This is an optimization exercise on Yosys and OpenROAD, whose aim is small area, not a production implementation.
In this exercise RTL edits were held to simulation tests only and were not proved equivalent to the original.

## taxi_controller
module taxi_controller(input clk,               
                       input rst_n,             
                       input key_1,             
                       input key_2,             
                       input key_3,             
                       input key_4,             
                       output wire [31:0] digit,
                       output wire [7:0] LED_G,
                       output wire [7:0] LED_Y,
                       output wire [7:0] LED_R);
==> flow/config.mk <==
export PLATFORM = sky130hd
export DESIGN_NAME = taxi_controller
export DESIGN_NICKNAME = taxi_controller
export VERILOG_FILES = /design/flow/design.v
export SDC_FILE = /design/flow/constraint.sdc
export NUM_CORES = 4
export LEC_CHECK = 0
export CAP_MARGIN = 0
export CORE_MARGIN = 2
export CORE_UTILIZATION = 70
export GPL_TIMING_DRIVEN = 0
export SLEW_MARGIN = 0
==> flow/constraint.sdc <==
create_clock -name core_clock -period 10.0 [get_ports {clk}]
set_input_delay 2.0000 -clock core_clock [delete_from_list [all_inputs] [get_ports {clk}]]
set_output_delay 2.0000 -clock core_clock [all_outputs]
set_load 0.01 [all_outputs]
standard.sh (not shown) runs the stock make flow with config.mk's settings and CLKGATE_MAP_FILE= SYNTH_SCRIPT=/design/flow/synth_recipe.tcl, a recipe that flattens the netlist after the stock synthesis.
==> flow/flow/run.sh <==
#!/bin/bash
# Own layout flow: the standard synthesis, then an area-oriented re-mapping
# of the combinational logic between the registers (the registers, their names
# and cell types are left exactly as the standard synthesis made them), then
# the standard layout steps. Each tool's output goes to a log_*.txt here.
set -euo pipefail
W=$PWD
F=$W/flow
R=$W/orfs/results/$FLOW_PLATFORM/taxi_controller/base
LIB=$FLOW_HOME/platforms/$FLOW_PLATFORM/lib/sky130_fd_sc_hd__tt_025C_1v80.lib

# 1. standard synthesis
bash standard.sh synth > $W/log_1_synth_standard.txt 2>&1
cp $R/1_2_yosys.v $W/netlist_standard.v

# 2. re-map the combinational logic for area with each ABC script in remap.abc
#    (one per line); ABC proves each result equivalent (cec); keep the smallest.
DU=""
for c in $(cat $F/dont_use.txt); do DU="$DU -dont_use $c"; done
remap() {
    local i=$1 scr=$2
    { echo -n "write_blif $W/pre_remap_$i.blif; "; echo -n "$scr"; echo "; cec $W/pre_remap_$i.blif"; } > $W/remap_run_$i.abc
    yosys -l $W/log_2_remap_$i.txt -p "
read_liberty -ignore_miss_func $LIB
read_verilog $W/netlist_standard.v
hierarchy -top $FLOW_TOP
blackbox sky130_fd_sc_hd__df* sky130_fd_sc_hd__edf* sky130_fd_sc_hd__sdf* sky130_fd_sc_hd__dl* sky130_fd_sc_hd__conb_1
flatten
opt -purge
abc -liberty $LIB $DU -script $W/remap_run_$i.abc
opt_clean -purge
hilomap -singleton -hicell sky130_fd_sc_hd__conb_1 HI -locell sky130_fd_sc_hd__conb_1 LO
splitnets
opt_clean -purge
rename -enumerate -pattern remap_%
select -assert-none t:\$_* t:\$lut t:\$sop
write_verilog -noattr -nohex -nodec $W/netlist_remap_$i.v
tee -o $W/remap_stat_$i.txt stat -liberty $LIB
" > /dev/null 2>&1 || true
}
i=0
while IFS= read -r scr; do
    [ -z "$scr" ] && continue
    i=$((i+1)); remap $i "$scr" &
    while [ $(jobs -rp | wc -l) -ge ${NUM_CORES:-4} ]; do wait -n || true; done
done < $F/remap.abc
wait
best=""; besta=""
for s in $W/remap_stat_*.txt; do
    i=${s##*_}; i=${i%.txt}
    grep -q "Networks are equivalent" $W/log_2_remap_$i.txt || continue
    [ -s $W/netlist_remap_$i.v ] || continue
    a=$(grep "Chip area" $s | awk '{print $NF}')
    if [ -z "$besta" ] || awk "BEGIN{exit !($a < $besta)}"; then best=$i; besta=$a; fi
done
if [ -n "$best" ]; then
    cp $W/netlist_remap_$best.v $R/1_2_yosys.v
    echo "remapped netlist $best used, area $besta" > $W/remap_used.txt
else
    echo "remap failed: standard netlist kept" > $W/remap_used.txt
fi

# 3. rebuild the synthesis database from the netlist, then the standard layout
#    (the layout steps also avoid the largest buffers, for area)
bash standard.sh synth > $W/log_1_synth_odb.txt 2>&1
bash standard.sh "DONT_USE_CELLS=$(echo $(cat $F/dont_use.txt) $(cat $F/layout_dont_use.txt))" "BUFFER_PORTS_ARGS=-buffer_cell sky130_fd_sc_hd__buf_1" "CTS_ARGS=-sink_clustering_enable -repair_clock_nets -dont_use_dummy_load -buf_list $(cat $F/cts_bufs.txt)" finish > $W/log_3_layout.txt 2>&1
Other scripts of this flow, unchanged in this note and not shown: flow/flow/cts_bufs.txt, flow/flow/dont_use.txt, flow/flow/layout_dont_use.txt, flow/flow/remap.abc
Then changed:
--- a/flow/design.v
+++ b/flow/design.v
@@ -101,27 +101,27 @@
     assign LED_Y = {8{s_move & (fo | !fc6) & blink}};
     assign LED_R = {8{s_wait & (!fo | !fc6) & blink}};
     reg [2:0] db; reg da;       
     reg [8:0] u;                
     reg [9:0] ct;               
     reg lm;                     
     wire dc9 = da & db[2];
-    wire charging = u[8] & u[5] & u[3] & u[2];
-    wire ct599 = ct[9] & ct[6] & ct[4] & ct[2] & ct[1] & ct[0];
+    wire charging = (u == 9'b110100111);
+    wire ct599 = (ct == 10'b0101101010);
     always @(posedge clk or negedge rst_n)
         if (!rst_n) begin db <= 0; da <= 0; u <= 0; ct <= 0; lm <= 0; end
         else if (r100) begin
             lm <= s_move;
             if (s_idle) begin db <= 0; da <= 0; u <= 0; ct <= 0; end
             else if (s_move) begin
                 db <= inc5(db);
                 if (db[2]) da <= !da;
-                if (dc9 && !charging) u <= u + 9'd1;
+                if (dc9 && !charging) u <= {u[7:0], ~(u[8] ^ u[4])};
             end else
-                ct <= ct599 ? 10'd0 : ct + 10'd1;
+                ct <= ct599 ? 10'd0 : {ct[8:0], ~(ct[9] ^ ct[6])};
         end
     wire step = lm & dc9;           
     wire tunit = !lm & ct599;       
     reg I;       
     reg G;       
     reg Kv;      
     reg [2:0] Rt3, Rt1; reg [3:0] Rt2, Rt0;
Wire length increases by 4.7%.
Synthesized area is about the same.
Global-route usage goes up by 1.6 points.
Critical path depth goes down by 2.
Sequential cell count is unchanged.
First-iteration DRC count drops by 12%.
Die area hardly moves.
Clock skew fell by 8.8 ps.
Core utilization stays flat.

static timing again, ports no longer ideal:
How much do the figures lean on ideal ports? The routed layouts below were timed once more, with nothing changed but the port constraints. Step 1, drivers: a clkbuf_16 drives clk and a buf_2 each remaining input, both assumed. Step 2 times the ports against the registers' clock, not the clock port: input delays grow and output delays shrink by t, the midpoint of the rising clock arrivals with the driver on. a / b / c = ideal / step 1 / step 2; a / b = the first two.
run | t, ns | slack for setup (ns) | hold WS [ns] | worst setup path at the end | latest minus earliest clock arrival (ns)
the first run | 0.548 | 2.792 / 2.765 / 2.975 | 0.455 / 0.455 / 0.455 | input to output | 0.035 / 0.035
the second run | 0.567 | 1.658 / 1.621 / 2.188 | 0.442 / 0.442 / 0.442 | register to output | 0.031 / 0.030
After both steps setup and hold are still met in every run listed.
